What follows belongs to an exercise in optimizing a design on an open flow for small area; a production flow would make more cautious choices.
In this exercise RTL edits were held to simulation tests only and were not proved equivalent to the original.
No activity file was given, so power comes from the tool's default toggle rates.

===== flow/run.sh =====
#!/bin/bash
# Own layout flow: the standard ORFS layout (standard.sh), with
#  - synthesis by flow/synth.tcl: the standard synthesis script, except that
#    ABC maps the combinational logic with flow/abc_area.script, and adders
#    are left to ABC too (ADDER_MAP_FILE empty: no half/full-adder cells);
#  - every input and output port buffered with sky130_fd_sc_hd__buf_1;
#  - the clock tree built from sky130_fd_sc_hd__clkbuf_4 in sink clusters of
#    up to 10 flip-flops within 40 um, without dummy loads.
# make's full output goes to flow_make.log; ORFS keeps each step's own log
# under orfs/logs/.
set -euo pipefail
W=$(pwd)
export OWN_ABC_SCRIPT=$W/flow/abc_area.script
bash standard.sh \
  SYNTH_SCRIPT=$W/flow/synth.tcl \
  ADDER_MAP_FILE= \
  "BUFFER_PORTS_ARGS=-buffer_cell sky130_fd_sc_hd__buf_1" \
  "CTS_ARGS=-sink_clustering_enable -repair_clock_nets -dont_use_dummy_load -buf_list sky130_fd_sc_hd__clkbuf_4 -sink_clustering_size 10 -sink_clustering_max_diameter 40" \
  finish > $W/flow_make.log 2>&1
grep -q "own flow abc" $W/orfs/logs/*/sdrc_top/base/1_2_yosys.log
test -s $W/out/final.def

===== constraint.sdc =====
create_clock -name core_clock -period 12.0 [get_ports {sdram_clk}]
set_input_delay 2.4000 -clock core_clock [delete_from_list [all_inputs] [get_ports {sdram_clk}]]
set_output_delay 2.4000 -clock core_clock [all_outputs]
set_load 0.01 [all_outputs]

===== standard.sh =====
#!/bin/bash
# synth_recipe.tcl (not shown) runs the flow's synth.tcl, then flattens the netlist and writes it again
# the make line also repeats each setting of config.mk as NAME=value (left out here)
make -C /OpenROAD-flow-scripts/flow DESIGN_CONFIG=/design/flow/config.mk WORK_HOME=/design/flow/orfs CLKGATE_MAP_FILE= SYNTH_SCRIPT=/design/flow/synth_recipe.tcl "${@:-finish}"

===== design.v =====
`timescale 1ns/1ps
module sdrc_req_gen (
   input             clk,
   input             reset_n,
   input [1:0]       cfg_colbits,
   input [1:0]       sdr_width,
   input             req,
   input [25:0]      req_addr,
   input [8:0]       req_len,
   input             req_wr_n,
   input             req_wrap,
   output reg        req_ack,
   output reg        r2x_idle,
   output reg        r2b_req,
   output reg        r2b_start,
   output            r2b_last,
   output reg        r2b_write,
   output            r2b_wrap,
   output [1:0]      r2b_ba,
   output [12:0]     r2b_raddr,
   output [10:0]     r2b_caddr,
   output [8:0]      r2b_len,
   input             b2r_ack,
   input             b2r_arb_ok
);
   localparam REQ_IDLE      = 2'b00;
   localparam REQ_ACTIVE    = 2'b01;
   localparam REQ_PAGE_WRAP = 2'b10;
   reg  [1:0]  req_st, next_req_st;
   reg         req_ld, lcl_wrap, page_ovflw_r;
   reg  [8:0]  lcl_req_len;
   reg  [10:0] curr_col;     
   reg  [14:0] curr_rb;      
   wire [10:0] col_mask = {cfg_colbits == 2'b11, cfg_colbits[1], |cfg_colbits, 8'hff};
   reg  [10:0] col_sh;
   reg  [8:0]  req_len_int;
   always @(*) begin
      case (sdr_width)
         2'b00:   begin col_sh = req_addr[10:0];         req_len_int = req_len;               end
         2'b01:   begin col_sh = {req_addr[9:0], 1'b0};  req_len_int = {req_len[7:0], 1'b0};  end
         default: begin col_sh = {req_addr[8:0], 2'b0};  req_len_int = {req_len[6:0], 2'b0};  end
      endcase
   end
   wire [10:0] col_in = col_sh & col_mask;
   wire [1:0] w = (sdr_width == 2'b00) ? 2'd0 : (sdr_width == 2'b01) ? 2'd1 : 2'd2;
   wire [3:0] s = 4'd8 + {2'b0, cfg_colbits} - {2'b0, w};
   reg  [14:0] rb_in;
   always @(*) begin
      case (s)
         4'd6:    rb_in = req_addr[20:6];
         4'd7:    rb_in = req_addr[21:7];
         4'd8:    rb_in = req_addr[22:8];
         4'd9:    rb_in = req_addr[23:9];
         4'd10:   rb_in = req_addr[24:10];
         default: rb_in = req_addr[25:11];
      endcase
   end
   wire [11:0] page   = 12'h100 << cfg_colbits;
   wire [11:0] end_in = {1'b0, col_in} + {3'b0, req_len_int};
   wire page_ovflw = (end_in > page) & ~req_wrap;
   wire [11:0] room = page - {1'b0, curr_col};
   wire split = r2b_start & page_ovflw_r;
   assign r2b_len  = split ? room[8:0] : lcl_req_len;
   wire [11:0] end_sum = {1'b0, curr_col} + {3'b0, lcl_req_len};
   wire [11:0] rest    = end_sum - page;
   wire [8:0]  next_req_len = split ? rest[8:0] : 9'd0;
   wire [10:0] next_col = split ? 11'd0 : (end_sum[10:0] & col_mask);
   wire [1:0]  end_cy   = (cfg_colbits == 2'b00) ? end_sum[9:8] :
                          (cfg_colbits == 2'b01) ? {1'b0, end_sum[9]} :
                          (cfg_colbits == 2'b10) ? {1'b0, end_sum[10]} : {1'b0, end_sum[11]};
   wire [1:0]  next_cy  = split ? 2'd1 : end_cy;
   wire [14:0] next_rb  = curr_rb + {13'b0, next_cy};
   assign r2b_wrap  = lcl_wrap;
   assign r2b_last  = (r2b_start & ~page_ovflw_r) | (req_st == REQ_PAGE_WRAP);
   assign r2b_ba    = curr_rb[1:0];
   assign r2b_raddr = curr_rb[14:2];
   assign r2b_caddr = curr_col;
   always @ (posedge clk) begin
      page_ovflw_r  <= req_ack & page_ovflw;
      if (req_ack) begin
         r2b_write     <= ~req_wr_n;
         lcl_wrap      <= req_wrap;
      end
      r2b_start   <= (req_ack) ? 1'b1 : (b2r_ack) ? 1'b0 : r2b_start;
      lcl_req_len <= (req_ack) ? req_len_int :
                     (req_ld) ? next_req_len : lcl_req_len;
      curr_col    <= (req_ack) ? col_in : (req_ld) ? next_col : curr_col;
      curr_rb     <= (req_ack) ? rb_in  : (req_ld) ? next_rb  : curr_rb;
   end
   always @ (*) begin
      r2x_idle    = 1'b0;
      req_ack     = 1'b0;
      req_ld      = 1'b0;
      r2b_req     = 1'b0;
      next_req_st = REQ_IDLE;
      case (req_st)
         REQ_IDLE : begin
            r2x_idle = ~req;
            req_ack = req & b2r_arb_ok;
            next_req_st = (req & b2r_arb_ok) ? REQ_ACTIVE : REQ_IDLE;
         end
         REQ_ACTIVE : begin
            req_ld = b2r_ack;
            r2b_req = 1'b1;
            next_req_st = (b2r_ack) ? ((page_ovflw_r) ? REQ_PAGE_WRAP : REQ_IDLE) : REQ_ACTIVE;
         end
         REQ_PAGE_WRAP : begin
            req_ld = b2r_ack;
            r2b_req = 1'b1;
            next_req_st = (b2r_ack) ? REQ_IDLE : REQ_PAGE_WRAP;
         end
         default : ;
      endcase
   end
   always @ (posedge clk)
      if (~reset_n) req_st <= REQ_IDLE;
      else          req_st <= next_req_st;
endmodule
`timescale 1ns/1ps
module sdrc_bank_fsm (
   input             clk,
   input             reset_n,
   input             r2b_req,
   input [12:0]      r2b_raddr,
   input             r2b_write,
   input             page_hit,
   output            b2r_ack,
   input             sdr_dma_last,
   input             h_write,
   output reg        b2x_req,
   output reg [1:0]  b2x_cmd,
   output            idle,
   output reg [12:0] l_raddr,
   output reg        bank_valid,
   input             x2b_ack,
   output            tras_ok,
   input             xfr_ok,
   input             x2b_refresh,
   input             x2b_pre_ok,
   input             x2b_act_ok,
   input             x2b_rdok,
   input             x2b_wrok,
   input [3:0]       tras_delay,
   input [3:0]       trp_delay,
   input [3:0]       trcd_delay
);
   localparam BANK_IDLE         = 3'b000;
   localparam BANK_PRE          = 3'b001;
   localparam BANK_ACT          = 3'b010;
   localparam BANK_XFR          = 3'b011;
   localparam BANK_DMA_LAST_PRE = 3'b100;
   reg [2:0]  bank_st, next_bank_st;
   reg [3:0]  tras_cntr, timer0;
   reg        l_sdr_dma_last;
   assign idle = (bank_st == BANK_IDLE);
   assign b2r_ack = idle & r2b_req;
   assign tras_ok = ~|tras_cntr;
   wire timer0_tc = ~|timer0;
   wire activate_bank = (b2x_cmd == 2'b01) & x2b_ack;
   wire ld_trp  = (b2x_cmd == 2'b00) & x2b_ack;
   wire closed = (bank_st == BANK_DMA_LAST_PRE);
   always @ (posedge clk)
      if (~reset_n) begin
         bank_valid <= 1'b0;
         tras_cntr <= 4'b0;
         timer0 <= 4'b0;
         bank_st <= BANK_IDLE;
         l_sdr_dma_last <= 1'b0;
      end
      else begin
         bank_valid <= (x2b_refresh | closed) ? 1'b0 :
                       (activate_bank) ? 1'b1 : bank_valid;
         tras_cntr <= (activate_bank) ? tras_delay :
                      (~tras_ok) ? tras_cntr - 4'b1 : 4'b0;
         timer0 <= (ld_trp) ? trp_delay :
                   (activate_bank) ? trcd_delay :
                   (~timer0_tc) ? timer0 - 4'b1 : timer0;
         bank_st <= next_bank_st;
         if (b2r_ack) l_sdr_dma_last <= sdr_dma_last;
      end
   always @ (posedge clk)
      if (b2r_ack) l_raddr <= r2b_raddr;
   always @ (*) begin
      b2x_req = 1'b0;
      b2x_cmd = 2'b00;
      next_bank_st = bank_st;
      case (bank_st)
         BANK_IDLE : begin
            if (r2b_req) begin
               if (page_hit) begin
                  b2x_req = xfr_ok & ((r2b_write) ? x2b_wrok : x2b_rdok);
                  b2x_cmd = {1'b1, r2b_write};
                  next_bank_st = (x2b_ack) ? BANK_IDLE : BANK_XFR;
               end
               else begin
                  b2x_req = tras_ok & x2b_pre_ok;
                  next_bank_st = (~l_sdr_dma_last & x2b_ack) ? BANK_ACT : BANK_PRE;
               end
            end
         end
         BANK_PRE : begin
            b2x_req = tras_ok & x2b_pre_ok;
            next_bank_st = (x2b_ack) ? BANK_ACT : BANK_PRE;
         end
         BANK_ACT : begin
            b2x_req = timer0_tc & x2b_act_ok;
            b2x_cmd = 2'b01;
            next_bank_st = (x2b_ack) ? BANK_XFR : BANK_ACT;
         end
         BANK_XFR : begin
            b2x_req = timer0_tc & xfr_ok & ((h_write) ? x2b_wrok : x2b_rdok);
            b2x_cmd = {1'b1, h_write};
            next_bank_st = (x2b_refresh) ? BANK_ACT :
                           (x2b_ack & l_sdr_dma_last) ? BANK_DMA_LAST_PRE :
                           (x2b_ack) ? BANK_IDLE : BANK_XFR;
         end
         BANK_DMA_LAST_PRE : begin
            b2x_req = tras_ok & x2b_pre_ok;
            next_bank_st = (x2b_ack) ? BANK_IDLE : BANK_DMA_LAST_PRE;
         end
         default : ;
      endcase
   end
endmodule
`timescale 1ns/1ps
module sdrc_bank_ctl (
   input             clk,
   input             reset_n,
   input [1:0]       a2b_req_depth,
   input             r2b_req,
   input             r2b_start,
   input             r2b_last,
   input             r2b_wrap,
   input [1:0]       r2b_ba,
   input [12:0]      r2b_raddr,
   input [10:0]      r2b_caddr,
   input [8:0]       r2b_len,
   input             r2b_write,
   output            b2r_arb_ok,
   output            b2r_ack,
   output            b2x_idle,
   output reg        b2x_req,
   output            b2x_start,
   output            b2x_last,
   output            b2x_wrap,
   output reg [1:0]  b2x_ba,
   output [12:0]     b2x_addr,
   output [8:0]      b2x_len,
   output [1:0]      b2x_cmd,
   input             x2b_ack,
   output            b2x_tras_ok,
   input             x2b_refresh,
   input             x2b_pre_ok,
   input             x2b_act_ok,
   input             x2b_rdok,
   input             x2b_wrok,
   input             sdr_req_norm_dma_last,
   input [3:0]       tras_delay,
   input [3:0]       trp_delay,
   input [3:0]       trcd_delay
);
   wire [3:0]  r2i_req, i2r_ack, i2x_req, tras_ok, idle, valid;
   wire [12:0] row [0:3];
   wire [1:0]  i2x_cmd [0:3];
   wire [3:0]  x2i_ack, xfr_ok;
   reg [1:0]   rank_cnt;
   reg [1:0]   rank_ba0, rank_ba1, rank_ba2;
   reg [2:0]   rank_ba_last;
   reg [10:0]  f_caddr0, f_caddr1, f_caddr2;
   reg [8:0]   f_len0, f_len1, f_len2;
   reg [3:0]   f_flg0, f_flg1, f_flg2;    
   wire rank_fifo_mt   = (rank_cnt == 2'b00);
   wire rank_fifo_full = (rank_cnt == a2b_req_depth);
   assign b2x_tras_ok = &tras_ok;
   assign b2r_arb_ok  = ~rank_fifo_full;
   assign b2r_ack     = |i2r_ack;
   assign b2x_idle    = rank_fifo_mt;
   wire [1:0] xfr_ba = rank_fifo_mt ? r2b_ba : rank_ba0;
   genvar g;
   generate for (g = 0; g < 4; g = g + 1) begin : gb
      assign r2i_req[g] = (r2b_ba == g) & r2b_req & ~rank_fifo_full;
      assign x2i_ack[g] = (b2x_ba == g) & x2b_ack;
      assign xfr_ok[g]  = (xfr_ba == g);
   end endgenerate
   wire page_hit = valid[r2b_ba] & (r2b_raddr == row[r2b_ba]);
   wire [3:0] pa_req = i2x_req & {~i2x_cmd[3][1], ~i2x_cmd[2][1], ~i2x_cmd[1][1], ~i2x_cmd[0][1]};
   wire rank_req0 = i2x_req[xfr_ba];
   wire rank_req1 = rank_cnt[1] & pa_req[rank_ba1];
   wire rank_req2 = (rank_cnt == 2'd3) & pa_req[rank_ba2];
   always @ (*) begin
      b2x_req = 1'b1;
      if (rank_req0)      b2x_ba = xfr_ba;
      else if (rank_req1) b2x_ba = rank_ba1;
      else if (rank_req2) b2x_ba = rank_ba2;
      else begin
         b2x_req = 1'b0;
         b2x_ba = xfr_ba;
      end
   end
   assign b2x_cmd = i2x_cmd[b2x_ba];
   wire [10:0] caddr = rank_fifo_mt ? r2b_caddr : f_caddr0;
   assign b2x_len   = rank_fifo_mt ? r2b_len   : f_len0;
   assign b2x_start = rank_fifo_mt ? r2b_start : f_flg0[3];
   assign b2x_last  = rank_fifo_mt ? r2b_last  : f_flg0[2];
   assign b2x_wrap  = rank_fifo_mt ? r2b_wrap  : f_flg0[1];
   wire   h_write   = f_flg0[0];
   wire [12:0] sel_row = idle[b2x_ba] ? r2b_raddr : row[b2x_ba];
   assign b2x_addr = b2x_cmd[1] ? {2'b0, caddr} :
                     {sel_row[12] & b2x_cmd[0], sel_row[11], sel_row[10] & b2x_cmd[0], sel_row[9:0]};
   wire rank_fifo_wr = b2r_ack;
   wire rank_fifo_rd = b2x_req & b2x_cmd[1] & x2b_ack;
   wire [2:0] rank_wr_sel;
   assign rank_wr_sel[0] = (rank_cnt == 2'd0) ? rank_fifo_wr :
                           (rank_cnt == 2'd1) ? rank_fifo_wr & rank_fifo_rd : 1'b0;
   assign rank_wr_sel[1] = (rank_cnt == 2'd1) ? rank_fifo_wr & ~rank_fifo_rd :
                           (rank_cnt == 2'd2) ? rank_fifo_wr & rank_fifo_rd : 1'b0;
   assign rank_wr_sel[2] = (rank_cnt == 2'd2) ? rank_fifo_wr & ~rank_fifo_rd :
                           (rank_cnt == 2'd3) ? rank_fifo_wr & rank_fifo_rd : 1'b0;
   always @ (posedge clk)
      if (~reset_n) begin
         rank_cnt <= 2'b0;
         rank_ba0 <= 2'b0;
         rank_ba1 <= 2'b0;
         rank_ba2 <= 2'b0;
         rank_ba_last <= 3'b0;
      end
      else begin
         rank_cnt <= (rank_fifo_wr & ~rank_fifo_rd) ? rank_cnt + 2'b1 :
                     (~rank_fifo_wr & rank_fifo_rd) ? rank_cnt - 2'b1 : rank_cnt;
         rank_ba0 <= (rank_wr_sel[0]) ? r2b_ba : (rank_fifo_rd) ? rank_ba1 : rank_ba0;
         rank_ba1 <= (rank_wr_sel[1]) ? r2b_ba : (rank_fifo_rd) ? rank_ba2 : rank_ba1;
         rank_ba2 <= (rank_wr_sel[2]) ? r2b_ba : (rank_fifo_rd) ? 2'b00 : rank_ba2;
         rank_ba_last[0] <= (rank_wr_sel[0]) ? sdr_req_norm_dma_last :
                            (rank_fifo_rd) ? rank_ba_last[1] : rank_ba_last[0];
         rank_ba_last[1] <= (rank_wr_sel[1]) ? sdr_req_norm_dma_last :
                            (rank_fifo_rd) ? rank_ba_last[2] : rank_ba_last[1];
         rank_ba_last[2] <= (rank_wr_sel[2]) ? sdr_req_norm_dma_last :
                            (rank_fifo_rd) ? 1'b0 : rank_ba_last[2];
      end
   wire [3:0] r2b_flg = {r2b_start, r2b_last, r2b_wrap, r2b_write};
   always @ (posedge clk) begin
      if (rank_wr_sel[0]) begin
         f_caddr0 <= r2b_caddr; f_len0 <= r2b_len; f_flg0 <= r2b_flg;
      end else if (rank_fifo_rd) begin
         f_caddr0 <= f_caddr1; f_len0 <= f_len1; f_flg0 <= f_flg1;
      end
      if (rank_wr_sel[1]) begin
         f_caddr1 <= r2b_caddr; f_len1 <= r2b_len; f_flg1 <= r2b_flg;
      end else if (rank_fifo_rd) begin
         f_caddr1 <= f_caddr2; f_len1 <= f_len2; f_flg1 <= f_flg2;
      end
      if (rank_wr_sel[2]) begin
         f_caddr2 <= r2b_caddr; f_len2 <= r2b_len; f_flg2 <= r2b_flg;
      end
   end
   wire [3:0] dma_last_i = {1'b0, rank_ba_last};
   generate for (g = 0; g < 4; g = g + 1) begin : gf
      sdrc_bank_fsm u_fsm (
         .clk (clk), .reset_n (reset_n),
         .r2b_req (r2i_req[g]), .r2b_raddr (r2b_raddr), .r2b_write (r2b_write),
         .page_hit (page_hit), .b2r_ack (i2r_ack[g]), .sdr_dma_last (dma_last_i[g]),
         .h_write (h_write),
         .b2x_req (i2x_req[g]), .b2x_cmd (i2x_cmd[g]), .idle (idle[g]),
         .l_raddr (row[g]), .bank_valid (valid[g]), .x2b_ack (x2i_ack[g]),
         .tras_ok (tras_ok[g]), .xfr_ok (xfr_ok[g]), .x2b_refresh (x2b_refresh),
         .x2b_pre_ok (x2b_pre_ok), .x2b_act_ok (x2b_act_ok),
         .x2b_rdok (x2b_rdok), .x2b_wrok (x2b_wrok),
         .tras_delay (tras_delay), .trp_delay (trp_delay), .trcd_delay (trcd_delay));
   end endgenerate
endmodule
`timescale 1ns/1ps
module sdrc_xfr_ctl (
   input             clk,
   input             reset_n,
   input             b2x_req,
   input             b2x_start,
   input             b2x_last,
   input             b2x_wrap,
   input [1:0]       b2x_ba,
   input [12:0]      b2x_addr,
   input [8:0]       b2x_len,
   input [1:0]       b2x_cmd,
   input             b2x_tras_ok,
   output            x2b_ack,
   output            x2b_refresh,
   output            x2b_pre_ok,
   output            x2b_act_ok,
   output            x2b_rdok,
   output            x2b_wrok,
   output reg        sdr_cs_n,
   output reg        sdr_ras_n,
   output reg        sdr_cas_n,
   output reg        sdr_we_n,
   output reg [7:0]  sdr_dqm,
   output reg [1:0]  sdr_ba,
   output reg [12:0] sdr_addr,
   output reg [63:0] sdr_dout,
   output reg        sdr_den_n,
   output            x2a_rdlast,
   output            x2a_wrlast,
   input [63:0]      a2x_wrdt,
   input [7:0]       a2x_wren_n,
   output            x2a_wrnext,
   output            x2a_rdok,
   output reg        sdr_init_done,
   input             sdram_enable,
   input [12:0]      sdram_mode_reg,
   input             cas_latency_3,
   input [3:0]       trp_delay,
   input [3:0]       trcar_delay,
   input [11:0]      rfsh_time,
   input [2:0]       rfsh_rmax
);
   localparam SDR_DESEL     = 4'b1111;
   localparam SDR_NOOP      = 4'b0111;
   localparam SDR_ACTIVATE  = 4'b0011;
   localparam SDR_READ      = 4'b0101;
   localparam SDR_WRITE     = 4'b0100;
   localparam SDR_BT        = 4'b0110;
   localparam SDR_PRECHARGE = 4'b0010;
   localparam SDR_REFRESH   = 4'b0001;
   localparam SDR_MODE      = 4'b0000;
   localparam XFR_IDLE  = 2'b00;
   localparam XFR_WRITE = 2'b01;
   localparam XFR_READ  = 2'b10;
   localparam XFR_RDWT  = 2'b11;
   reg [1:0]   xfr_st, next_xfr_st;
   reg [12:0]  xfr_caddr;
   reg         l_last, l_wrap;
   reg [1:0]   l_ba;
   reg [11:0]  l_len;
   reg         mgmt_req;
   reg [3:0]   mgmt_cmd;
   reg [12:0]  mgmt_addr;
   reg [1:0]   mgmt_ba;
   reg         sel_mgmt, sel_b2x;
   reg         cb_pre_ok, rdok, wrok, wr_next, rd_next, act_cmd, d_act_cmd;
   reg [3:0]   i_xfr_cmd;
   reg [4:0]   l_rd_next, l_rd_last;
   reg         init_delay_done;
   wire b2x_read   = (b2x_cmd == 2'b10);
   wire b2x_write  = (b2x_cmd == 2'b11);
   wire b2x_prechg = (b2x_cmd == 2'b00);
   wire [3:0] b2x_sdr_cmd = {1'b0, b2x_cmd[1], ~b2x_cmd[1], b2x_cmd[1] ^ b2x_cmd[0]};
   wire b2x_prechg_hit = b2x_prechg & (b2x_ba == l_ba);
   wire [3:0]  xfr_cmd  = (sel_mgmt) ? mgmt_cmd : (sel_b2x) ? b2x_sdr_cmd : i_xfr_cmd;
   wire [12:0] xfr_addr = (sel_mgmt) ? mgmt_addr : (sel_b2x) ? b2x_addr : xfr_caddr + 13'd1;
   wire [1:0]  xfr_ba   = (sel_mgmt) ? mgmt_ba : (sel_b2x) ? b2x_ba : l_ba;
   wire mgmt_ack = sel_mgmt;
   assign x2b_ack = sel_b2x;
   wire ld_xfr = sel_b2x & b2x_cmd[1];
   wire [11:0] xfr_len  = (ld_xfr) ? {3'b0, b2x_len} : l_len;
   wire [11:0] l_len_m1 = l_len - 12'd1;
   wire l_xfr_end = ~|l_len_m1;
   wire [11:0] next_xfr_len = (ld_xfr) ? {3'b0, b2x_len} : (l_xfr_end) ? l_len : l_len_m1;
   wire d_rd_next  = cas_latency_3 ? l_rd_next[4] : l_rd_next[3];
   wire d_rd_last  = cas_latency_3 ? l_rd_last[4] : l_rd_last[3];
   wire rd_pipe_mt = ~|l_rd_next[2:0] & ~(cas_latency_3 & l_rd_next[3]);
   wire last_burst = (ld_xfr) ? b2x_last : l_last;
   wire len_le1 = ~|xfr_len[11:1];
   wire rd_last = rd_next & last_burst & len_le1;
   wire wr_last = last_burst & len_le1;
   wire burst_bdry = &xfr_caddr[1:0];
   always @ (posedge clk) begin
      xfr_caddr <= (ld_xfr) ? b2x_addr : (rd_next | wr_next) ? xfr_caddr + 13'd1 : xfr_caddr;
      if (ld_xfr) begin
         l_wrap <= b2x_wrap;
         l_ba <= b2x_ba;
      end
      l_len <= next_xfr_len;
      act_cmd <= (xfr_cmd == SDR_ACTIVATE);
      d_act_cmd <= act_cmd;
   end
   always @ (posedge clk)
      if (~reset_n) begin
         l_last <= 1'b0;
         l_rd_next <= 5'b0;
         l_rd_last <= 5'b0;
         xfr_st <= XFR_IDLE;
      end
      else begin
         l_last <= last_burst;
         l_rd_next <= {l_rd_next[3:0], rd_next};
         l_rd_last <= {l_rd_last[3:0], rd_last};
         xfr_st <= next_xfr_st;
      end
   always @ (*) begin
      case (xfr_st)
         XFR_IDLE : begin
            sel_mgmt = mgmt_req;
            sel_b2x = ~mgmt_req & sdr_init_done & b2x_req;
            i_xfr_cmd = SDR_DESEL;
            rd_next = ~mgmt_req & sdr_init_done & b2x_req & b2x_read;
            wr_next = ~mgmt_req & sdr_init_done & b2x_req & b2x_write;
            rdok = ~mgmt_req;
            cb_pre_ok = 1'b1;
            wrok = ~mgmt_req;
            next_xfr_st = (mgmt_req | ~sdr_init_done) ? XFR_IDLE :
                          (~b2x_req) ? XFR_IDLE :
                          (b2x_read) ? XFR_READ :
                          (b2x_write) ? XFR_WRITE : XFR_IDLE;
         end
         XFR_READ : begin
            rd_next = ~l_xfr_end | ~mgmt_req & b2x_req & b2x_read;
            wr_next = 1'b0;
            rdok = l_xfr_end & ~mgmt_req;
            cb_pre_ok = l_xfr_end;
            wrok = 1'b0;
            sel_mgmt = 1'b0;
            if (l_xfr_end) begin
               if (~l_wrap) begin
                  i_xfr_cmd = SDR_BT;
                  sel_b2x = b2x_req & ~mgmt_req & (b2x_read | b2x_prechg_hit);
               end
               else begin
                  i_xfr_cmd = SDR_DESEL;
                  sel_b2x = b2x_req & ~mgmt_req & ~b2x_write;
               end
               next_xfr_st = (sdr_init_done) ? ((b2x_req & ~mgmt_req & b2x_read) ? XFR_READ : XFR_RDWT) : XFR_IDLE;
            end
            else begin
               i_xfr_cmd = (burst_bdry & ~l_wrap) ? SDR_READ : SDR_DESEL;
               sel_b2x = ~(burst_bdry & ~l_wrap) & b2x_req;
               next_xfr_st = XFR_READ;
            end
         end
         XFR_RDWT : begin
            rd_next = ~mgmt_req & b2x_req & b2x_read;
            wr_next = rd_pipe_mt & ~mgmt_req & b2x_req & b2x_write;
            rdok = ~mgmt_req;
            cb_pre_ok = 1'b1;
            wrok = rd_pipe_mt & ~mgmt_req;
            sel_mgmt = mgmt_req;
            sel_b2x = ~mgmt_req & b2x_req;
            i_xfr_cmd = SDR_DESEL;
            next_xfr_st = (~mgmt_req & b2x_req & b2x_read) ? XFR_READ :
                          (~rd_pipe_mt) ? XFR_RDWT :
                          (~mgmt_req & b2x_req & b2x_write) ? XFR_WRITE : XFR_IDLE;
         end
         default : begin  
            rd_next = l_xfr_end & ~mgmt_req & b2x_req & b2x_read;
            wr_next = ~l_xfr_end | ~mgmt_req & b2x_req & b2x_write;
            rdok = l_xfr_end & ~mgmt_req;
            cb_pre_ok = 1'b0;
            wrok = l_xfr_end & ~mgmt_req;
            sel_mgmt = 1'b0;
            if (l_xfr_end) begin
               if (~l_wrap) begin
                  sel_b2x = b2x_req & ~mgmt_req & (b2x_read | b2x_write);
                  i_xfr_cmd = SDR_BT;
               end
               else begin
                  sel_b2x = b2x_req & ~mgmt_req & ~b2x_prechg_hit;
                  i_xfr_cmd = SDR_DESEL;
               end
               next_xfr_st = (~mgmt_req & b2x_req & b2x_read) ? XFR_READ :
                             (~mgmt_req & b2x_req & b2x_write) ? XFR_WRITE : XFR_IDLE;
            end
            else begin
               if (burst_bdry & ~l_wrap) begin
                  sel_b2x = 1'b0;
                  i_xfr_cmd = SDR_WRITE;
               end
               else begin
                  sel_b2x = b2x_req & ~mgmt_req;
                  i_xfr_cmd = SDR_DESEL;
               end
               next_xfr_st = XFR_WRITE;
            end
         end
      endcase
   end
   assign x2b_refresh = (xfr_cmd == SDR_REFRESH);
   assign x2b_act_ok  = ~act_cmd & ~d_act_cmd;
   assign x2b_rdok    = rdok;
   assign x2b_wrok    = wrok;
   assign x2b_pre_ok  = cb_pre_ok;
   assign x2a_rdlast = d_rd_last;
   assign x2a_wrlast = wr_last;
   assign x2a_wrnext = wr_next;
   assign x2a_rdok   = d_rd_next;
   always @ (posedge clk)
      if (~reset_n) begin
         sdr_cs_n  <= 1'b1;
         sdr_ras_n <= 1'b1;
         sdr_cas_n <= 1'b1;
         sdr_we_n  <= 1'b1;
         sdr_dqm   <= 8'hff;
         sdr_den_n <= 1'b1;
      end
      else begin
         sdr_cs_n  <= xfr_cmd[3];
         sdr_ras_n <= xfr_cmd[2];
         sdr_cas_n <= xfr_cmd[1];
         sdr_we_n  <= xfr_cmd[0];
         sdr_dqm <= (~init_delay_done) ? 8'hff : (wr_next) ? a2x_wren_n : 8'h00;
         sdr_den_n <= ~wr_next;
      end
   always @ (posedge clk) begin
      sdr_addr <= xfr_addr;
      sdr_ba   <= xfr_ba;
      sdr_dout <= a2x_wrdt;
   end
   localparam MGM_INIT_DELAY   = 4'b0000;
   localparam MGM_INIT_NOOP    = 4'b0001;
   localparam MGM_POWERUP      = 4'b0010;
   localparam MGM_PRECHARGE    = 4'b0011;
   localparam MGM_PCHWT        = 4'b0100;
   localparam MGM_REFRESH      = 4'b0101;
   localparam MGM_REFWT        = 4'b0110;
   localparam MGM_MODE_REG     = 4'b0111;
   localparam MGM_MODE_WT      = 4'b1000;
   localparam MGM_MODE_EXT_REG = 4'b1001;
   localparam MGM_MODE_EXT_WT  = 4'b1010;
   localparam MGM_ACTIVE       = 4'b1011;
   reg [3:0]  mgmt_st, next_mgmt_st;
   reg [3:0]  tmr0, tmr0_d;
   reg [3:0]  cntr1, cntr1_d;
   reg        ld_tmr0, ld_cntr1, dec_cntr1, set_sdr_init_done;
   reg [11:0] rfsh_timer;
   reg [2:0]  rfsh_row_cnt;
   reg [11:0] init_lfsr;
   reg        mode_set, wr_mode_set;
   wire tmr0_tc = ~|tmr0;
   wire cntr1_tc = ~|cntr1;
   wire rfsh_timer_tc = (rfsh_timer == rfsh_time);
   wire ref_req = (rfsh_row_cnt >= rfsh_rmax);
   wire precharge_ok = cb_pre_ok & b2x_tras_ok;
   always @ (posedge clk)
      if (~reset_n) begin
         mgmt_st <= MGM_POWERUP;
         tmr0 <= 4'b0;
         cntr1 <= 4'h7;
         rfsh_timer <= 12'b0;
         rfsh_row_cnt <= 3'b0;
         sdr_init_done <= 1'b0;
         init_lfsr <= 12'h001;
         init_delay_done <= 1'b0;
         mode_set <= 1'b0;
      end
      else begin
         mgmt_st <= next_mgmt_st;
         tmr0 <= (ld_tmr0) ? tmr0_d : (~tmr0_tc) ? tmr0 - 4'd1 : tmr0;
         cntr1 <= (ld_cntr1) ? cntr1_d : (dec_cntr1) ? cntr1 - 4'd1 : cntr1;
         sdr_init_done <= (set_sdr_init_done | sdr_init_done) & sdram_enable;
         rfsh_timer <= (rfsh_timer_tc) ? 12'b0 : rfsh_timer + 12'd1;
         rfsh_row_cnt <= (~set_sdr_init_done) ? 3'b0 :
                         (rfsh_timer_tc) ? rfsh_row_cnt + 3'd1 : rfsh_row_cnt;
         init_lfsr <= {init_lfsr[10:0], init_lfsr[11] ^ init_lfsr[5] ^ init_lfsr[3] ^ init_lfsr[0]};
         init_delay_done <= init_delay_done | (init_lfsr == 12'hc83);
         mode_set <= wr_mode_set;
      end
   always @ (*) begin
      mgmt_req = 1'b1;
      mgmt_cmd = SDR_DESEL;
      mgmt_ba = 2'b0;
      mgmt_addr = 13'h400;
      ld_tmr0 = 1'b0;
      tmr0_d = 4'h7;
      ld_cntr1 = 1'b0;
      dec_cntr1 = 1'b0;
      cntr1_d = {1'b0, rfsh_row_cnt};
      set_sdr_init_done = 1'b0;
      wr_mode_set = 1'b0;
      next_mgmt_st = MGM_POWERUP;
      case (mgmt_st)
         MGM_POWERUP : begin
            mgmt_req = 1'b0;
            ld_cntr1 = 1'b1;
            cntr1_d = 4'hf;
            next_mgmt_st = (sdram_enable) ? MGM_INIT_DELAY : MGM_POWERUP;
         end
         MGM_INIT_DELAY : begin
            mgmt_req = 1'b0;
            next_mgmt_st = (init_delay_done) ? MGM_INIT_NOOP : MGM_INIT_DELAY;
         end
         MGM_INIT_NOOP : begin
            mgmt_cmd = SDR_NOOP;
            ld_tmr0 = mgmt_ack;
            tmr0_d = trp_delay;
            next_mgmt_st = (mgmt_ack) ? MGM_PRECHARGE : MGM_INIT_NOOP;
         end
         MGM_PRECHARGE : begin
            mgmt_cmd = (precharge_ok) ? SDR_PRECHARGE : SDR_DESEL;
            ld_tmr0 = mgmt_ack;
            tmr0_d = trp_delay;
            next_mgmt_st = (precharge_ok & mgmt_ack) ? MGM_PCHWT : MGM_PRECHARGE;
         end
         MGM_PCHWT : begin
            next_mgmt_st = (tmr0_tc) ? MGM_REFRESH : MGM_PCHWT;
         end
         MGM_REFRESH : begin
            mgmt_cmd = SDR_REFRESH;
            ld_tmr0 = mgmt_ack;
            tmr0_d = trcar_delay;
            dec_cntr1 = mgmt_ack;
            wr_mode_set = mode_set;
            next_mgmt_st = (mgmt_ack) ? MGM_REFWT : MGM_REFRESH;
         end
         MGM_REFWT : begin
            wr_mode_set = mode_set;
            next_mgmt_st = (~tmr0_tc) ? MGM_REFWT :
                           (~cntr1_tc) ? MGM_REFRESH :
                           (sdr_init_done | mode_set) ? MGM_ACTIVE : MGM_MODE_REG;
         end
         MGM_MODE_REG : begin
            mgmt_cmd = SDR_MODE;
            mgmt_ba = {1'b0, sdram_mode_reg[11]};
            mgmt_addr = sdram_mode_reg;
            ld_tmr0 = mgmt_ack;
            next_mgmt_st = (mgmt_ack) ? MGM_MODE_WT : MGM_MODE_REG;
         end
         MGM_MODE_WT : begin
            next_mgmt_st = (~tmr0_tc) ? MGM_MODE_WT : MGM_MODE_EXT_REG;
         end
         MGM_MODE_EXT_REG : begin
            mgmt_cmd = SDR_MODE;
            mgmt_ba = 2'b10;
            mgmt_addr = 13'h0;
            ld_tmr0 = mgmt_ack;
            next_mgmt_st = (mgmt_ack) ? MGM_MODE_EXT_WT : MGM_MODE_EXT_REG;
         end
         MGM_MODE_EXT_WT : begin
            wr_mode_set = 1'b1;
            next_mgmt_st = (~tmr0_tc) ? MGM_MODE_EXT_WT : MGM_REFRESH;
         end
         MGM_ACTIVE : begin
            mgmt_req = 1'b0;
            ld_cntr1 = ref_req;
            set_sdr_init_done = 1'b1;
            next_mgmt_st = (~sdram_enable) ? MGM_POWERUP :
                           (ref_req) ? MGM_PRECHARGE : MGM_ACTIVE;
         end
         default : begin
            mgmt_req = 1'b0;
            next_mgmt_st = MGM_POWERUP;
         end
      endcase
   end
endmodule
`timescale 1ns/1ps
module sdrc_bs_convert (
   input             clk,
   input             reset_n,
   input [1:0]       sdr_width,
   input             x2a_rdlast,
   input [63:0]      x2a_rddt,
   input             x2a_rdok,
   input             x2a_wrlast,
   input             x2a_wrnext,
   output reg [63:0] a2x_wrdt,
   output reg [7:0]  a2x_wren_n,
   input [63:0]      app_wr_data,
   input [7:0]       app_wr_en_n,
   output reg        app_wr_next,
   output reg [63:0] app_rd_data,
   output reg        app_rd_valid
);
   reg [23:0] saved_rd_data;
   reg [1:0]  rd_xfr_count;
   reg [1:0]  wr_xfr_count;
   always @(*) begin
      if (sdr_width == 2'b00) begin
         a2x_wrdt     = app_wr_data;
         a2x_wren_n   = app_wr_en_n;
         app_wr_next  = x2a_wrnext;
         app_rd_data  = x2a_rddt;
         app_rd_valid = x2a_rdok;
      end
      else if (sdr_width == 2'b01) begin
         app_wr_next  = x2a_wrnext & wr_xfr_count[0];
         app_rd_valid = x2a_rdok & rd_xfr_count[0];
         if (wr_xfr_count[0]) begin
            a2x_wren_n = {6'b0, app_wr_en_n[3:2]};
            a2x_wrdt   = {48'b0, app_wr_data[31:16]};
         end
         else begin
            a2x_wren_n = {6'b0, app_wr_en_n[1:0]};
            a2x_wrdt   = {48'b0, app_wr_data[15:0]};
         end
         app_rd_data = {x2a_rddt[47:0], saved_rd_data[15:0]};
      end
      else begin
         app_wr_next  = x2a_wrnext & (wr_xfr_count == 2'b11);
         app_rd_valid = x2a_rdok & (rd_xfr_count == 2'b11);
         case (wr_xfr_count)
            2'b11: begin a2x_wren_n = {7'b0, app_wr_en_n[3]}; a2x_wrdt = {56'b0, app_wr_data[31:24]}; end
            2'b10: begin a2x_wren_n = {7'b0, app_wr_en_n[2]}; a2x_wrdt = {56'b0, app_wr_data[23:16]}; end
            2'b01: begin a2x_wren_n = {7'b0, app_wr_en_n[1]}; a2x_wrdt = {56'b0, app_wr_data[15:8]}; end
            default: begin a2x_wren_n = {7'b0, app_wr_en_n[0]}; a2x_wrdt = {56'b0, app_wr_data[7:0]}; end
         endcase
         app_rd_data = {x2a_rddt[39:0], saved_rd_data[23:0]};
      end
   end
   always @(posedge clk) begin
      if (!reset_n) begin
         rd_xfr_count  <= 2'b0;
         wr_xfr_count  <= 2'b0;
      end
      else begin
         if (x2a_wrlast)      wr_xfr_count <= 2'b0;
         else if (x2a_wrnext) wr_xfr_count <= wr_xfr_count + 2'b1;
         if (x2a_rdlast)      rd_xfr_count <= 2'b0;
         else if (x2a_rdok)   rd_xfr_count <= rd_xfr_count + 2'b1;
      end
      if (x2a_rdok) begin
            if (sdr_width == 2'b01)
               saved_rd_data[15:0] <= x2a_rddt[15:0];
            else begin
               if (rd_xfr_count == 2'b00)      saved_rd_data[7:0]   <= x2a_rddt[7:0];
               else if (rd_xfr_count == 2'b01) saved_rd_data[15:8]  <= x2a_rddt[7:0];
               else if (rd_xfr_count == 2'b10) saved_rd_data[23:16] <= x2a_rddt[7:0];
            end
      end
   end
endmodule
`timescale 1ns/1ps
module sdrc_core (
   input         clk,
   input         reset_n,
   input  [1:0]  sdr_width,
   input  [1:0]  cfg_colbits,
   input         app_req,
   input  [25:0] app_req_addr,
   input  [8:0]  app_req_len,
   input         app_req_wrap,
   input         app_req_wr_n,
   output        app_req_ack,
   input  [1:0]  cfg_req_depth,
   input  [63:0] app_wr_data,
   input  [7:0]  app_wr_en_n,
   output [63:0] app_rd_data,
   output        app_rd_valid,
   output        app_last_rd,
   output        app_last_wr,
   output        app_wr_next_req,
   output        sdr_init_done,
   output        sdr_cs_n,
   output        sdr_cke,
   output        sdr_ras_n,
   output        sdr_cas_n,
   output        sdr_we_n,
   output [7:0]  sdr_dqm,
   output [1:0]  sdr_ba,
   output [12:0] sdr_addr,
   input  [63:0] pad_sdr_din,
   output [63:0] sdr_dout,
   output [7:0]  sdr_den_n,
   input         cfg_sdr_en,
   input  [12:0] cfg_sdr_mode_reg,
   input  [3:0]  cfg_sdr_tras_d,
   input  [3:0]  cfg_sdr_trp_d,
   input  [3:0]  cfg_sdr_trcd_d,
   input  [2:0]  cfg_sdr_cas,
   input  [3:0]  cfg_sdr_trcar_d,
   input  [3:0]  cfg_sdr_twr_d,
   input  [11:0] cfg_sdr_rfsh,
   input  [2:0]  cfg_sdr_rfmax
);
   wire        r2b_req, r2b_start, r2b_last, r2b_wrap, r2b_write, r2x_idle;
   wire [1:0]  r2b_ba;
   wire [12:0] r2b_raddr;
   wire [10:0] r2b_caddr;
   wire [8:0]  r2b_len;
   wire        b2r_ack, b2r_arb_ok;
   wire        b2x_idle, b2x_req, b2x_start, b2x_last, b2x_wrap, b2x_tras_ok;
   wire [1:0]  b2x_ba, b2x_cmd;
   wire [12:0] b2x_addr;
   wire [8:0]  b2x_len;
   wire        x2b_ack, x2b_refresh, x2b_pre_ok, x2b_act_ok, x2b_rdok, x2b_wrok;
   wire        x2a_rdlast, x2a_wrlast, x2a_wrnext, x2a_rdok;
   wire [63:0] a2x_wrdt;
   wire [7:0]  a2x_wren_n;
   wire        den_n;
   reg [63:0] pad_sdr_din1, pad_sdr_din2;
   always @ (posedge clk) begin
      pad_sdr_din1 <= pad_sdr_din;
      pad_sdr_din2 <= pad_sdr_din1;
   end
   reg [1:0] cfg_req_depth_r, cfg_colbits_r;
   reg       cfg_cas3_r;
   always @ (posedge clk) begin
      cfg_req_depth_r <= cfg_req_depth;
      cfg_colbits_r   <= cfg_colbits;
      cfg_cas3_r      <= cfg_sdr_cas[0];
   end
   assign sdr_cke   = 1'b1;
   assign sdr_den_n = {8{den_n}};
   assign app_last_wr = x2a_wrlast;
   assign app_last_rd = x2a_rdlast;
   sdrc_req_gen u_req_gen (
      .clk (clk), .reset_n (reset_n), .cfg_colbits (cfg_colbits_r), .sdr_width (sdr_width),
      .req (app_req), .req_addr (app_req_addr), .req_len (app_req_len),
      .req_wr_n (app_req_wr_n), .req_wrap (app_req_wrap), .req_ack (app_req_ack),
      .r2x_idle (r2x_idle),
      .r2b_req (r2b_req), .r2b_start (r2b_start), .r2b_last (r2b_last),
      .r2b_write (r2b_write), .r2b_wrap (r2b_wrap), .r2b_ba (r2b_ba),
      .r2b_raddr (r2b_raddr), .r2b_caddr (r2b_caddr), .r2b_len (r2b_len),
      .b2r_ack (b2r_ack), .b2r_arb_ok (b2r_arb_ok));
   sdrc_bank_ctl u_bank_ctl (
      .clk (clk), .reset_n (reset_n), .a2b_req_depth (cfg_req_depth_r),
      .r2b_req (r2b_req), .r2b_start (r2b_start), .r2b_last (r2b_last),
      .r2b_wrap (r2b_wrap), .r2b_ba (r2b_ba), .r2b_raddr (r2b_raddr),
      .r2b_caddr (r2b_caddr), .r2b_len (r2b_len), .r2b_write (r2b_write),
      .b2r_arb_ok (b2r_arb_ok), .b2r_ack (b2r_ack),
      .b2x_idle (b2x_idle), .b2x_req (b2x_req), .b2x_start (b2x_start),
      .b2x_last (b2x_last), .b2x_wrap (b2x_wrap), .b2x_ba (b2x_ba),
      .b2x_addr (b2x_addr), .b2x_len (b2x_len), .b2x_cmd (b2x_cmd),
      .x2b_ack (x2b_ack), .b2x_tras_ok (b2x_tras_ok), .x2b_refresh (x2b_refresh),
      .x2b_pre_ok (x2b_pre_ok), .x2b_act_ok (x2b_act_ok), .x2b_rdok (x2b_rdok),
      .x2b_wrok (x2b_wrok), .sdr_req_norm_dma_last (app_req),
      .tras_delay (cfg_sdr_tras_d), .trp_delay (cfg_sdr_trp_d), .trcd_delay (cfg_sdr_trcd_d));
   sdrc_xfr_ctl u_xfr_ctl (
      .clk (clk), .reset_n (reset_n),
      .b2x_req (b2x_req), .b2x_start (b2x_start), .b2x_last (b2x_last),
      .b2x_wrap (b2x_wrap), .b2x_ba (b2x_ba), .b2x_addr (b2x_addr),
      .b2x_len (b2x_len), .b2x_cmd (b2x_cmd), .b2x_tras_ok (b2x_tras_ok),
      .x2b_ack (x2b_ack), .x2b_refresh (x2b_refresh), .x2b_pre_ok (x2b_pre_ok),
      .x2b_act_ok (x2b_act_ok), .x2b_rdok (x2b_rdok), .x2b_wrok (x2b_wrok),
      .sdr_cs_n (sdr_cs_n), .sdr_ras_n (sdr_ras_n), .sdr_cas_n (sdr_cas_n),
      .sdr_we_n (sdr_we_n), .sdr_dqm (sdr_dqm), .sdr_ba (sdr_ba), .sdr_addr (sdr_addr),
      .sdr_dout (sdr_dout), .sdr_den_n (den_n),
      .x2a_rdlast (x2a_rdlast), .x2a_wrlast (x2a_wrlast), .a2x_wrdt (a2x_wrdt),
      .a2x_wren_n (a2x_wren_n), .x2a_wrnext (x2a_wrnext), .x2a_rdok (x2a_rdok),
      .sdr_init_done (sdr_init_done),
      .sdram_enable (cfg_sdr_en), .sdram_mode_reg (cfg_sdr_mode_reg),
      .cas_latency_3 (cfg_cas3_r), .trp_delay (cfg_sdr_trp_d),
      .trcar_delay (cfg_sdr_trcar_d), .rfsh_time (cfg_sdr_rfsh), .rfsh_rmax (cfg_sdr_rfmax));
   sdrc_bs_convert u_bs_convert (
      .clk (clk), .reset_n (reset_n), .sdr_width (sdr_width),
      .x2a_rdlast (x2a_rdlast), .x2a_rddt (pad_sdr_din2), .x2a_rdok (x2a_rdok),
      .x2a_wrlast (x2a_wrlast), .x2a_wrnext (x2a_wrnext),
      .a2x_wrdt (a2x_wrdt), .a2x_wren_n (a2x_wren_n),
      .app_wr_data (app_wr_data), .app_wr_en_n (app_wr_en_n),
      .app_wr_next (app_wr_next_req), .app_rd_data (app_rd_data),
      .app_rd_valid (app_rd_valid));
endmodule
`timescale 1ns/1ps
module sdrc_top 
           (
                   cfg_sdr_width       ,
                   cfg_colbits         ,
                    app_req        ,                   
                    app_req_addr   ,
                    app_req_len    ,
                    app_req_wr_n   ,
                    app_req_wrap   ,
                    app_req_ack    ,                  
                    app_wr_en_n    ,                   
                    app_wr_next_req,                   
                    app_rd_valid   ,                   
                    app_last_rd    ,                    
                    app_last_wr,
                    app_wr_data    ,
                    app_rd_data    ,
                    sdram_clk           ,
                    sdram_resetn        ,
                    sdr_cs_n            ,
                    sdr_cke             ,
                    sdr_ras_n           ,
                    sdr_cas_n           ,
                    sdr_we_n            ,
                    sdr_dqm             ,
                    sdr_ba              ,
                    sdr_addr            , 
                    pad_sdr_din         ,  
                    sdr_dout            ,  
                    sdr_den_n           ,  
                    sdr_init_done       ,
                    cfg_req_depth       ,	         
                    cfg_sdr_en          ,
                    cfg_sdr_mode_reg    ,
                    cfg_sdr_tras_d      ,
                    cfg_sdr_trp_d       ,
                    cfg_sdr_trcd_d      ,
                    cfg_sdr_cas         ,
                    cfg_sdr_trcar_d     ,
                    cfg_sdr_twr_d       ,
                    cfg_sdr_rfsh        ,
    	            cfg_sdr_rfmax
	    );
parameter      APP_AW   = 26;   
parameter      APP_DW   = 64;   
parameter      APP_BW   = 8;    
parameter      APP_RW   = 9;    
parameter      SDR_DW   = 64;   
parameter      SDR_BW   = 8;    
parameter      dw       = 64;   
parameter      tw       = 8;    
parameter      bl       = 9;    
input                   sdram_clk          ;  
input                   sdram_resetn       ;  
input [1:0]             cfg_sdr_width      ;  
input [1:0]             cfg_colbits        ;  
output                  sdr_cke             ;  
output 			        sdr_cs_n            ;  
output                  sdr_ras_n           ;  
output                  sdr_cas_n           ;  
output			        sdr_we_n            ;  
output [SDR_BW-1:0] 	sdr_dqm             ;  
output [1:0] 		    sdr_ba              ;  
output [12:0] 		    sdr_addr            ;  
input [SDR_DW-1:0] 	    pad_sdr_din         ;  
output [SDR_DW-1:0] 	sdr_dout            ;  
output [SDR_BW-1:0] 	sdr_den_n           ;  
output                           sdr_init_done       ;  
input [3:0] 	                 cfg_sdr_tras_d      ;  
input [3:0]                      cfg_sdr_trp_d       ;  
input [3:0]                      cfg_sdr_trcd_d      ;  
input 			                 cfg_sdr_en          ;  
input [1:0] 		             cfg_req_depth       ;  
input [12:0]       		         cfg_sdr_mode_reg    ;
input [2:0] 			         cfg_sdr_cas         ;  
input [3:0]       			     cfg_sdr_trcar_d     ;  
input [3:0]                      cfg_sdr_twr_d       ;  
input [12-1 : 0]  cfg_sdr_rfsh;
input [3 -1 : 0] cfg_sdr_rfmax;
input                  app_req            ;  
input                  app_req_wrap       ;  
input [APP_AW-1:0]     app_req_addr       ;  
input [bl-1:0]         app_req_len        ;
input                  app_req_wr_n       ;  
output                 app_req_ack        ;  
wire                   app_busy_n         ;  
input [dw/8-1:0]       app_wr_en_n        ;  
output                 app_wr_next_req    ;  
output                 app_rd_valid       ;  
output                 app_last_rd        ;  
output                 app_last_wr        ;  
input [dw-1:0]         app_wr_data        ;  
output  [dw-1:0]       app_rd_data        ;  
sdrc_core u_sdrc_core (
   .clk (sdram_clk), .reset_n (sdram_resetn), .sdr_width (cfg_sdr_width), .cfg_colbits (cfg_colbits),
   .app_req (app_req), .app_req_addr (app_req_addr), .app_req_len (app_req_len),
   .app_req_wrap (app_req_wrap), .app_req_wr_n (app_req_wr_n), .app_req_ack (app_req_ack),
   .cfg_req_depth (cfg_req_depth), .app_wr_data (app_wr_data), .app_wr_en_n (app_wr_en_n),
   .app_rd_data (app_rd_data), .app_rd_valid (app_rd_valid), .app_last_rd (app_last_rd),
   .app_last_wr (app_last_wr), .app_wr_next_req (app_wr_next_req), .sdr_init_done (sdr_init_done),
   .sdr_cs_n (sdr_cs_n), .sdr_cke (sdr_cke), .sdr_ras_n (sdr_ras_n), .sdr_cas_n (sdr_cas_n),
   .sdr_we_n (sdr_we_n), .sdr_dqm (sdr_dqm), .sdr_ba (sdr_ba), .sdr_addr (sdr_addr),
   .pad_sdr_din (pad_sdr_din), .sdr_dout (sdr_dout), .sdr_den_n (sdr_den_n),
   .cfg_sdr_en (cfg_sdr_en), .cfg_sdr_mode_reg (cfg_sdr_mode_reg), .cfg_sdr_tras_d (cfg_sdr_tras_d),
   .cfg_sdr_trp_d (cfg_sdr_trp_d), .cfg_sdr_trcd_d (cfg_sdr_trcd_d), .cfg_sdr_cas (cfg_sdr_cas),
   .cfg_sdr_trcar_d (cfg_sdr_trcar_d), .cfg_sdr_twr_d (cfg_sdr_twr_d), .cfg_sdr_rfsh (cfg_sdr_rfsh),
   .cfg_sdr_rfmax (cfg_sdr_rfmax));
endmodule  

===== flow/abc_area.script =====
strash
&get -n
&fraig -x
&put
scorr
dc2
strash
dch -f
dc2
strash
&get -n
&dch -f
&nf -R 1000
&put
strash
&get -n
&dch -f
&nf -R 1000
&put
strash
&get -n
&dch -f
&nf -R 1000
&put

===== flow/synth.tcl =====
# The standard synthesis (synth_recipe.tcl), except that ABC maps the
# combinational logic with flow/abc_area.script (an area-oriented &nf
# mapping) instead of ORFS's abc script. Registers are mapped before ABC
# runs, so they keep the standard synthesis's cells and names.
proc synth {args} { yosys synth -nofsm -noshare {*}$args }
proc abc {args} {
  set newargs {}
  set skip 0
  foreach a $args {
    if {$skip} { set skip 0; lappend newargs $::env(OWN_ABC_SCRIPT); continue }
    if {$a eq "-script"} { set skip 1 }
    lappend newargs $a
  }
  puts "own flow abc: $newargs"
  yosys abc {*}$newargs
}
source $::env(SCRIPTS_DIR)/synth.tcl
# left out here: clear keep_hierarchy, flatten, clean up, hide names made inside functions, write 1_2_yosys.v

===== config.mk =====
export PLATFORM = sky130hd
export DESIGN_NAME = sdrc_top
export DESIGN_NICKNAME = sdrc_top
export VERILOG_FILES = /design/flow/design.v
export SDC_FILE = /design/flow/constraint.sdc
export NUM_CORES = 4
export LEC_CHECK = 0
export ABC_AREA = 1
export CAP_MARGIN = 20
export CORE_MARGIN = 2
export CORE_UTILIZATION = 66
export SLEW_MARGIN = 20

==> results.ini, run 1 <==
[critical_path]
endpoint_kind = output port
critical-path-top-cell-by-count = nand2_1
critical_path.max_fanout = 17
worst_path_max_delay_cell = or3_1
critical_path.reg2reg.endpoint = u_sdrc_core.u_bank_ctl.f_len1[6]
regToRegSetupSlack_ps = 2660
timing.rr.start = u_sdrc_core.u_xfr_ctl.l_len[1]
required_ps = 9600
critPathLaunchType = register
critPathKind = reg -> out
critical_path.max_stage_delay_ps = 460
arrival_ps = 8860
reg2regPathDepth = 35

[timing]
final.setup_skew_ps = 138.0
setup-violations-final = 0
setup_repair_after_global_routing_missed_its_margin = false
timing_worst_slew_pin_value_ps = 1196
totalNegativeSetupSlack_ps = 0
period_share_pct = 93.85
slew-limit-headroom_pct = 20.29
drv_slew = 0
timing.final.hold_violations = 0
min_period_ps = 11260
fmaxAchievable_mhz = 88.79

[global_route]
global_route.usage.total_pct = 35.50
grt_antenna_before_repair = 5
grt_pass1_vias = 20680
global_route_wire_length_before_repair_um = 106800
grt_start_max_net_pins = 107
globalRouteOverflowTotal = 0

[synthesis]
post_synth_instance_area_um2 = 23760
post_synth_inst_count = 2389
synth.lib_cells_used.distinct = 62
synthAdderAreaFrac_pct = 0.2107
register_area_share_after_synthesis_pct = 56.08
synth.mux.area_fraction_pct = 1.722
synth-main-ff-cell = dfxtp_1
syn-mean-instance-area_um2 = 9.944
fraction_of_registers_with_async_set_reset_pct = 0
netlist.area_leader.share_pct = 29.92
ys_seq_elements = 562
ys.warnings.count = 6
synth_fp_nets = 2623
synth_top_family_by_area = compound AO/OA/AOI/OAI gates
area_share_of_and_or_nand_nor_cells_after_synthesis_pct = 17.71
synth_enable_flop_cells = 207
share_of_the_synthesized_area_in_compound_gates_ao_oa_aoi_oai_pct = 19.45
synth.top_cells.by_area = dfxtp_1 (30%), edfxtp_1 (26%), nand2_1 (4.8%)
yosys.area_share.xor_xnor_pct = 3.023
synth_top_cell_by_area = dfxtp_1

[status]
status = complete, no violations

[worst_hold_path]
hold_end = u_sdrc_core.pad_sdr_din2[8]
holdCritPathClass = reg -> reg
timing.hold.worst_path_depth = 0
hold_path.startpoint = u_sdrc_core.pad_sdr_din1[8]

[clocking]
clock_latency_ps = 840
cts.sinks = 562
cts_resized = 0
cts_post_setup_buffers_inserted = 0
maximum_level_of_the_cts_h_tree = 3
max_root_sink_buffers = 3
cts_hold_buffers = 0
clock-root-buffer = clkbuf_4
clkTransAtPathRegs_ps = 90
cts_buf_count = 79
cts_tree = yes

[placed_design]
detailed_place_hpwl_um = 50040
gpl.final_weighted_congestion = 0.9400
post_dp_cell_area_um2 = 26150
port_buffers = 396

[finish]
ratio_of_cells_with_drive_above_1_in_the_final_layout_pct = 4.688
fill_cell_total_of_the_finished_layout = 2520
layout.cell_area.non_filler_um2 = 26770
finalNetCount = 3137
synthToLayoutAreaGrowth_pct = 12.68

[drt]
drtIter0Drc = 2342
routed_wl_um = 68880
routed-via-count = 21460
post-route-drc-count = 0
avgViaCountPerCell = 6.372
antenna_violating_nets_post_route = 0
average_wire_per_cell_in_the_routed_design_um = 20.45
drtPass1Iterations = 16

[die]
floorplan.die_area_um2 = 37530
die_h_um = 193.7
width_of_the_die_um = 193.7
number_of_top_level_pins = 404
row_count = 69
core_area_um2 = 35480
floorplan.initialDensity_pct = 66.95

[run]
max_cap_viol_count = 0

[pwr]
leakage_power_nw = 9.643
power_per_cell_area_nw_per_um2 = 202.5
vdd_ir_drop_max_mv = 0.1595

worst max-delay path: cells and delay by family, from the launching register on:
kind | cells | cell delay [ps]
flops | 1 | 450
buf+inv | 5 | 1070
simple gates | 21 | 4030
xor+xnor | 1 | 340
compound gates | 10 | 2120
mux | 1 | 130
metal layers:
| layer | routed length, um | GRT usage (%) | up-vias | part of all wire [%] |
|---|---|---|---|---|
| met5 | 0 | 0 | - | 0 |
| met4 | 2544 | 15.89 | 0 | 3.7 |
| met3 | 6712 | 8.106 | 196 | 9.7 |
| met2 | 33550 | 60.17 | 1232 | 49 |
| met1 | 26070 | 43.44 | 10120 | 38 |
| li1 | - | - | 9911 | - |
cell families (layout without fill, tap and decap cells):
logic type,Yosys count,count (layout)
compound gates,684,684
xor+xnor,82,82
fa+ha+maj,5,5
buf+inv,104,616
flops,562,562
mux,39,39
other cells,1,7
simple gates,912,912
flip-flops by register name (all words and copies together) (netlist names), 12 cells and up:
name                                       count
u_sdrc_core.u_bank_ctl.gf.u_fsm.l_raddr       52
u_sdrc_core.u_xfr_ctl.sdr_dout                64
u_sdrc_core.u_xfr_ctl.init_lfsr               12
u_sdrc_core.pad_sdr_din1                      64
u_sdrc_core.u_xfr_ctl.rfsh_timer              12
u_sdrc_core.u_bs_convert.saved_rd_data        24
u_sdrc_core.pad_sdr_din2                      64
u_sdrc_core.u_req_gen.curr_rb                 15
u_sdrc_core.u_bank_ctl.gf.u_fsm.tras_cntr     16
u_sdrc_core.u_xfr_ctl.xfr_caddr               13
u_sdrc_core.u_bank_ctl.gf.u_fsm.timer0        16
u_sdrc_core.u_xfr_ctl.l_len                   12
u_sdrc_core.u_bank_ctl.gf.u_fsm.bank_st       12
u_sdrc_core.u_xfr_ctl.sdr_addr                13
report_power, final:
group	total, W	internal (W)	switching (W)
sequential	0.00258	0.00233	0.000259
clock	0.000893	0.000302	0.000590
combinational	0.00194	0.000670	0.00127
total	0.00542	0.00330	0.00212
cells in the final DEF (no fill, tap or decap), types with 13 or more instances in the layout:
| master | instances |
|---|---|
| mux2i_1 | 24 |
| edfxtp_1 | 207 |
| clkbuf_4 | 79 |
| o22ai_1 | 35 |
| clkinv_1 | 95 |
| nand2_1 | 303 |
| a222oi_1 | 69 |
| nor3_1 | 48 |
| nand2b_1 | 29 |
| a211oi_1 | 15 |
| xor2_1 | 32 |
| nor4_1 | 16 |
| buf_4 | 45 |
| o211ai_1 | 13 |
| and2_0 | 87 |
| a22o_1 | 17 |
| and3_1 | 22 |
| a21oi_1 | 150 |
| a22oi_1 | 45 |
| nand3_1 | 56 |
| dfxtp_1 | 355 |
| a221oi_1 | 25 |
| nand4_1 | 14 |
| a31oi_1 | 30 |
| buf_1 | 394 |
| mux2_1 | 15 |
| nor2b_1 | 27 |
| a21o_1 | 20 |
| o21ai_0 | 162 |
| nor2_1 | 257 |
| xnor2_1 | 50 |
cell type report:
cell class,count,area [um^2],share of cell area (%)
multi-input cells,1723,10060,37.60
repair buffers,442,1838,6.867
well taps,461,576.8,2.155
clock buffers,79,593.1,2.216
flip-flops and latches,562,13320,49.77
inverters,95,356.6,1.332
diodes,6,15.01,0.05609
how the worst max path moves through the flow:
stage                                startpoint     endpoint  slack, ps  cells after the start
2_1_floorplan  u_sdrc_core.u_req_gen.curr_rb[0]  app_last_wr        460                     32
3_3_place_gp     u_sdrc_core.u_xfr_ctl.l_len[1]  app_last_wr       1890                     38
3_5_place_dp     u_sdrc_core.u_xfr_ctl.l_len[1]  app_last_wr       1640                     38
4_1_cts          u_sdrc_core.u_xfr_ctl.l_len[1]  app_last_wr        790                     38
5_1_grt          u_sdrc_core.u_xfr_ctl.l_len[1]  app_last_wr         60                     37
6_report         u_sdrc_core.u_xfr_ctl.l_len[1]  app_last_wr        740                     38
cell usage after synthesis, drive strengths merged, types with 8 or more instances:
cell       n
a21o      20
mux2      15
a21oi    150
and2      87
nand4     14
nor3      48
nand2    303
nor2     259
o211ai    13
clkinv    95
o211a      9
a31oi     31
o22a       9
xnor2     50
a22o      17
buf        9
nor2b     28
nor3b     10
dfxtp    355
o22ai     36
nand2b    29
and3      22
a221oi    25
or2       13
a222oi    69
o21ai    163
a2111oi    8
edfxtp   207
or3       12
o31ai      8
mux2i     24
nand3     57
xor2      32
a22oi     45
nor4      17
a211oi    15
per-stage QoR:
step	worst slack (ps)	cells	hold slack (ps)	power, W	util, %
2_1_floorplan	461.2	2389	309.6	0.003767	-
3_3_place_gp	1894	3282	309.8	0.004416	73.68
3_5_place_dp	1645	3282	312.1	0.004502	73.68
4_1_cts	790.9	3361	294.9	0.005378	75.36
5_1_grt	59.57	3366	303.0	0.005702	75.42
6_report	737.8	3368	297.2	0.005420	75.44
==> run 2: changes to the inputs <==
--- a/flow/run.sh
+++ b/flow/run.sh
@@ -5,7 +5,9 @@
 #    are left to ABC too (ADDER_MAP_FILE empty: no half/full-adder cells);
 #  - every input and output port buffered with sky130_fd_sc_hd__buf_1;
 #  - the clock tree built from sky130_fd_sc_hd__clkbuf_4 in sink clusters of
-#    up to 10 flip-flops within 40 um, without dummy loads.
+#    up to 10 flip-flops within 40 um, without dummy loads;
+#  - power recovery (RECOVER_POWER 100) after global routing, which sizes
+#    down gates that have slack to spare.
 # make's full output goes to flow_make.log; ORFS keeps each step's own log
 # under orfs/logs/.
 set -euo pipefail
@@ -16,6 +18,7 @@
   ADDER_MAP_FILE= \
   "BUFFER_PORTS_ARGS=-buffer_cell sky130_fd_sc_hd__buf_1" \
   "CTS_ARGS=-sink_clustering_enable -repair_clock_nets -dont_use_dummy_load -buf_list sky130_fd_sc_hd__clkbuf_4 -sink_clustering_size 10 -sink_clustering_max_diameter 40" \
+  RECOVER_POWER=100 \
   finish > $W/flow_make.log 2>&1
 grep -q "own flow abc" $W/orfs/logs/*/sdrc_top/base/1_2_yosys.log
 test -s $W/out/final.def
==> run 2 against run 1 <==
  * The layout now fails its checks (capacitance limit, slew limit)
  * Power shrank 0.35%
  * Via count about the same
  * Synthesized area unchanged
  * Wire length fell by 0.46%
  * Combinational power about the same
  * Sequential share of layout area rose by 0.27 points
  * Sequential power is essentially flat
  * Final cell count barely moved
  * Maximum frequency grew 0.23%
  * Core utilization decreased by 0.40 points
  * Clock-buffer cell count unchanged
  * Critical path type unchanged
  * Largest power group unchanged
==> results.ini, run 2 <==
[status]
status = failed layout checks
failed_checks = capacitance limit, slew limit

[clocking]
cts_buf_count = 79
maximum_level_of_the_cts_h_tree = 3
max_root_sink_buffers = 3
cts_resized = 0
clock_latency_ps = 830
clock-root-buffer = clkbuf_4
cts.sinks = 562
clkTransAtPathRegs_ps = 90
cts_post_setup_buffers_inserted = 0

[finish]
area.sequential_um2 = 13320
largestRegisters = u_sdrc_core.pad_sdr_din1: 64 flops, u_sdrc_core.pad_sdr_din2: 64 flops, u_sdrc_core.u_xfr_ctl.sdr_dout: 64 flops
layout_commonest_cell = buf_1
layout.cells.most_common_list = buf_1 (394), dfxtp_1 (355), nand2_1 (303), nor2_1 (258), edfxtp_1 (207)
synthToLayoutAreaGrowth_pct = 12.08
ratio_of_cells_with_drive_above_1_in_the_final_layout_pct = 3.516
finalNetCount = 3137

[timing]
min_period_ps = 11240
hold_ws_ps = 296.6
drv_slew = 473
final.setup_skew_ps = 130.1
slew-limit-headroom_pct = -177.6
period_share_pct = 93.64
setup_repair_after_global_routing_missed_its_margin = false
timing.final.hold_violations = 0

[synthesis]
ys.warnings.count = 6
synth.top_cells.by_area = dfxtp_1 (30%), edfxtp_1 (26%), nand2_1 (4.8%)
syn-mean-instance-area_um2 = 9.944
ys_seq_elements = 562
post_synth_inst_count = 2389
post_synth_most_frequent_cells = dfxtp_1 (355), nand2_1 (303), nor2_1 (259)
synth.lib_cells_used.distinct = 62
netlist.area_leader.share_pct = 29.92
synth_enable_flop_cells = 207
post_synth_instance_area_um2 = 23760
synth_most_common_cell = dfxtp_1
fraction_of_registers_with_async_set_reset_pct = 0
synth_top_cell_by_area = dfxtp_1
register_area_share_after_synthesis_pct = 56.08

[global_route]
grt_pass1_vias = 20680
grt_start_max_net_pins = 107
grt_antenna_before_repair = 5

[placed_design]
post_dp_cell_area_um2 = 26150
port_buffers = 396
detailed_place_hpwl_um = 50040

[drt]
post-route-drc-count = 0
routed-via-count = 21450
routed_wl_um = 68560
antenna_violating_nets_post_route = 0
drtPass1Iterations = 9
drtIter0Drc = 2194
routed.top_layer = met4

[die]
core_area_um2 = 35480
row_count = 69
floorplan.initialDensity_pct = 66.95
floorplan.die_area_um2 = 37530

[critical_path]
arrival_ps = 8840
endpoint_kind = output port
critical_path.reg2reg.endpoint = u_sdrc_core.u_bank_ctl.f_flg2[2]
worst_path_max_delay_cell = or3_1
timing.rr.start = u_sdrc_core.u_xfr_ctl.l_len[1]
critical_path.max_stage_delay_ps = 460
timing.critical_path.from = u_sdrc_core.u_xfr_ctl.l_len[1]
critPathLaunchType = register
critical_path.max_fanout = 17

[worst_hold_path]
holdCritPathClass = reg -> reg
hold_path.startpoint = u_sdrc_core.pad_sdr_din1[8]

[pwr]
power_per_cell_area_nw_per_um2 = 202.9
leakage_power_nw = 9.522

[run]
max_cap_viol_count = 10

[run 2: cell counts after synthesis]
Identical to the previous run, type by type.
[run 2: kinds of logic (layout without fill, tap and decap cells)]
logic type	Yosys count	count (layout)	share of synthesized area [%]
xor gates and xnor gates	82	82	3.023
other	1	8	0.01579
buffers and inverters	104	616	1.785
AOI/OAI and AO/OA	684	684	19.45
and+or+nand+nor	912	912	17.71
DFF	562	562	56.08
adders and majority gates	5	5	0.2107
muxes	39	39	1.722
[run 2: worst max path at each step]
stage                       end  slack, ps  cells past startpoint
floorplan           app_last_wr        460                     32
global placement    app_last_wr       1890                     38
detailed placement  app_last_wr       1640                     38
CTS                 app_last_wr        790                     38
global route        app_last_wr         80                     37
finish              app_last_wr        760                     38
[run 2: critical path, delay by kind of cell (launching register included)]
family,cells,cell delay (ps)
AOI/OAI and AO/OA,10,2100
xor gates and xnor gates,1,340
buffers and inverters,5,1050
DFF,1,450
muxes,1,130
and+or+nand+nor,21,4050
[run 2: metal layers]
metal,vias up,global-route usage [%]
li1,9932,-
met1,10090,43.44
met2,1217,60.17
met3,207,8.106
met4,0,15.89
met5,-,0
[run 2: cell type report]
cell class	instances	share of cell area (%)
clock buffer	79	2.228
antenna	7	0.06579
sequential	562	50.04
multi-input combinational	1723	37.67
tap	461	2.166
timing repair buffer	442	6.490
inverter	95	1.339
[run 2: power breakdown]
part	total (W)	internal [W]	switching, W
Clock	0.000889	0.000302	0.000587
Combinational	0.00192	0.000653	0.00127
Sequential	0.00259	0.00233	0.000258
[run 2: metrics by stage]
| stage | util [%] | power, W | worst slack [ps] | instances |
|---|---|---|---|---|
| after global placement | 73.68 | 0.004416 | 1894 | 3282 |
| after CTS | 75.36 | 0.005378 | 790.9 | 3361 |
| after floorplan | - | 0.003767 | 461.2 | 2389 |
| after global routing | 75.01 | 0.005689 | 84.38 | 3366 |
| final | 75.03 | 0.005401 | 763.5 | 3369 |
| after detailed placement | 73.68 | 0.004502 | 1645 | 3282 |

static timing again, ports no longer ideal:
How much do the figures lean on ideal ports? The routed layouts below were timed once more, with nothing changed but the port constraints. Step 1 (the two cells are an assumption about what drives the block):
set clk [get_ports {sdram_clk}]
set_driving_cell -lib_cell sky130_fd_sc_hd__clkbuf_16 $clk
set_driving_cell -lib_cell sky130_fd_sc_hd__buf_2 [delete_from_list [all_inputs] $clk]
Step 2 adds t to the input delays and takes it off the output delays; t is the mean of the earliest and latest rising clock arrival at the registers after step 1. Input paths then give back, and output paths get back, about the clock's delay inside the block. Slacks: ideal ports / drivers / drivers and shift; pairs: ideal ports / drivers.
| run | shift t [ns] | slack for setup (ns) | clock arrival spread, ns | worst data-port slew with drivers (ns) | pins driven straight from the clock port |
|---|---|---|---|---|---|
| run 1 | 0.816 | 0.738 / 0.695 / 1.511 | 0.138 / 0.139 | 0.11 | 1 |
| run 2 | 0.805 | 0.764 / 0.721 / 1.526 | 0.131 / 0.131 | 0.11 | 1 |
